This design comes from an exercise in tuning for small area, a short achievable clock period and few clock cycles on the open sky130 flow, not from production work.
Function was checked by simulation only, so behaviour that the tests miss may differ from the original.
No activity file was given, so power comes from the tool's default toggle rates.

Design reuleaux, start of the top module:
module reuleaux(input logic clk, input logic rst_n, input logic [2:0] colour,
                input logic [7:0] centre_x, input logic [6:0] centre_y, input logic [7:0] diameter,
                input logic start, output logic done,
                output logic [7:0] vga_x, output logic [6:0] vga_y,
                output logic [2:0] vga_colour, output logic vga_plot);
localparam IDLE  = 3'd0;
localparam SET1  = 3'd1;
localparam SET2  = 3'd2;
localparam RUN   = 3'd3;
localparam FIN   = 3'd4;
localparam DONE  = 3'd5;
logic [2:0] state;
logic [2:0] col;
logic [7:0] x3, d, y1, y3;
logic [1:0] ci;                  
logic sx, sy, sw;                
logic [7:0] xc;                  
logic [7:0] ox, oy;
logic [9:0] crit;                
logic [7:0] px;
logic [6:0] py;
logic plot_r, done_r;
assign vga_x = px;
assign vga_y = py;
assign vga_colour = col;
assign vga_plot = plot_r;
assign done = done_r;
logic [7:0] t5; logic c5;
radd #(8) m1(.a({2'b00, d[7:2]}), .b(d), .ci(1'b0), .s(t5), .co(c5));
logic [10:0] d5;
assign d5 = {c5, t5, d[1:0]};
logic [8:0] u37; logic c37;
radd #(9) m2(.a({3'b000, d5[10:5]}), .b({1'b0, d}), .ci(1'b0), .s(u37), .co(c37));
logic [13:0] d37;
assign d37 = {u37, d5[4:0]};
logic [3:0] cc;
always_comb begin
  case (d[7:5])
    3'd0: cc = 4'd0;
    3'd1: cc = 4'd2;
    3'd2: cc = 4'd4;
    3'd3: cc = 4'd5;
    3'd4: cc = 4'd7;
    3'd5: cc = 4'd9;
    3'd6: cc = 4'd10;
    default: cc = 4'd12;
  endcase
end
logic [13:0] r37; logic cr;
radd #(14) m5(.a(d37), .b(~{10'd0, cc}), .ci(1'b1), .s(r37), .co(cr));
logic [7:0] h3;
assign h3 = r37[13:6];
logic [7:0] y1s, y3s;
logic [7:0] x1, x2, y1d; logic cx1, cx2, cyd;
radd #(8) m8(.a(x3), .b({1'b0, d[7:1]}), .ci(1'b0), .s(x1), .co(cx1));
radd #(8) m9(.a(x3), .b(~{1'b0, d[7:1]}), .ci(1'b1), .s(x2), .co(cx2));
radd #(8) m10(.a(y1), .b(d), .ci(1'b0), .s(y1d), .co(cyd));
logic nowrap;
assign nowrap = !cx1 && cx2;
logic ov1, ov2, e1, e2, e3;
assign ov1 = !x3[7] && x1[7];
assign ov2 = x3[7] && !x2[7];
assign e1 = x3[7];
assign e2 = ov1;
assign e3 = ov1 || ov2;
logic norm, norm_s;              
assign norm = nowrap && !y1[7] && (d[7:1] != 7'd0);
  ...
For scale: ~94 flip-flops, roughly 49 I/O pins, ~0.0072 sq mm of cells after synthesis.
==> flow/config.mk <==
export PLATFORM = sky130hd
export DESIGN_NAME = reuleaux
export DESIGN_NICKNAME = reuleaux
export VERILOG_FILES = /design/flow/design.v
export SDC_FILE = /design/flow/constraint.sdc
export NUM_CORES = 4
export LEC_CHECK = 0
export CAP_MARGIN = 20
export CORE_MARGIN = 2
export CORE_UTILIZATION = 70
export SLEW_MARGIN = 20
==> flow/constraint.sdc <==
create_clock -name core_clock -period 34.0 [get_ports {clk}]
set_input_delay 6.8000 -clock core_clock [delete_from_list [all_inputs] [get_ports {clk}]]
set_output_delay 6.8000 -clock core_clock [all_outputs]
set_load 0.01 [all_outputs]
standard.sh (not shown) runs the stock make flow with config.mk's settings and CLKGATE_MAP_FILE= SYNTH_SCRIPT=/design/flow/synth_recipe.tcl, a recipe that flattens the netlist after the stock synthesis.
==> flow/flow/run.sh <==
#!/bin/bash
# Layout: the standard flow (standard.sh, ORFS synthesis to finish), with
# two changes: the port buffers that ORFS inserts on every input and output
# are sky130_fd_sc_hd__buf_2 instead of the default delay-buffer cell, which
# is slow on the port paths, and clock tree synthesis adds no dummy loads.
# The whole make output goes to standard.log in this folder; ORFS also keeps
# a log of each step under orfs/logs.
set -euo pipefail
export BUFFER_PORTS_ARGS="-buffer_cell sky130_fd_sc_hd__buf_2"
export CTS_ARGS="-sink_clustering_enable -repair_clock_nets -dont_use_dummy_load"
bash standard.sh > standard.log 2>&1
Testbench counts at the start, summed over its fixed seeds: cycles 36,137.
Then changed:
--- a/flow/config.mk
+++ b/flow/config.mk
@@ -8,4 +8,4 @@
 export CAP_MARGIN = 20
 export CORE_MARGIN = 2
-export CORE_UTILIZATION = 70
+export CORE_UTILIZATION = 78
 export SLEW_MARGIN = 20
Power rose by 1.5%. Final cell count decreases by 2.8%. Design area decreases by 0.41%. Area after synthesis does not change. Count of clock-buffer cells in the layout does not change. Clock skew climbs by 13 ps. Wire length falls by 1.5%. Global-route usage rose by 3.8 points. Via count came out higher by 2.2%. Non-clock buffer count stays the same. Sequential share of layout area grows by 0.13 points.
Then changed:
==> flow/flow/run.sh (replaced) <==
#!/bin/bash
# Layout: the standard flow (standard.sh, ORFS synthesis to finish), with
# the port buffers that ORFS inserts on every input and output made
# sky130_fd_sc_hd__buf_2 instead of the default delay-buffer cell, which is
# slow on the port paths. The whole make output goes to standard.log in this
# folder; ORFS also keeps a log of each step under orfs/logs.
set -euo pipefail
export BUFFER_PORTS_ARGS="-buffer_cell sky130_fd_sc_hd__buf_2"
bash standard.sh > standard.log 2>&1
--- a/flow/config.mk
+++ b/flow/config.mk
@@ -8,4 +8,4 @@
 export CAP_MARGIN = 20
 export CORE_MARGIN = 2
-export CORE_UTILIZATION = 78
+export CORE_UTILIZATION = 70
 export SLEW_MARGIN = 20
The changed run passed the timing, design-rule and antenna checks.
Via count drops by about 1.5%.
Fmax goes down by 0.36%.
Count of clock-buffer cells in the layout came out higher by 2.
Then changed:
--- a/flow/config.mk
+++ b/flow/config.mk
@@ -8,4 +8,4 @@
 export CAP_MARGIN = 20
 export CORE_MARGIN = 2
-export CORE_UTILIZATION = 70
+export CORE_UTILIZATION = 78
 export SLEW_MARGIN = 20
Result: The changed run passed the timing, design-rule and antenna checks; worst setup slack is better by 9.1 ps; routed wire length drops by 0.50%; cell area drops by 0.74%; combinational power climbs by about 3%; clock power drops by 11%; clock-buffer cell count drops by 2.

-- separate check: timing with driven ports --
The results above use ideal ports. As a check the final layouts listed here were re-extracted and re-timed, cells and wires unchanged. Step 1 sets driving cells, clkbuf_16 on the clock port and buf_2 on the other inputs (assumed; they add their load-dependent delay and slew). Step 2 moves the port delays by t, midway between the first and last clock arrival at a register: inputs arrive t later, outputs are due t later. That takes back most of the time a late clock gives input paths. Three values: no drivers, after step 1, after step 2; two values: the first two.
run	shift t [ns]	setup slack, ns	worst setup path after step 2	slew at the worst register clock pin (ns)
the first run	0.405	26.332 / 26.296 / 26.416	input to register	0.10 / 0.10
the second run	0.386	26.351 / 26.316 / 26.438	input to register	0.10 / 0.10
the third run	0.408	26.323 / 26.286 / 26.445	input to register	0.10 / 0.10
the fourth run	0.402	26.332 / 26.297 / 26.433	input to register	0.11 / 0.11
After both steps setup and hold are still met in every run listed.
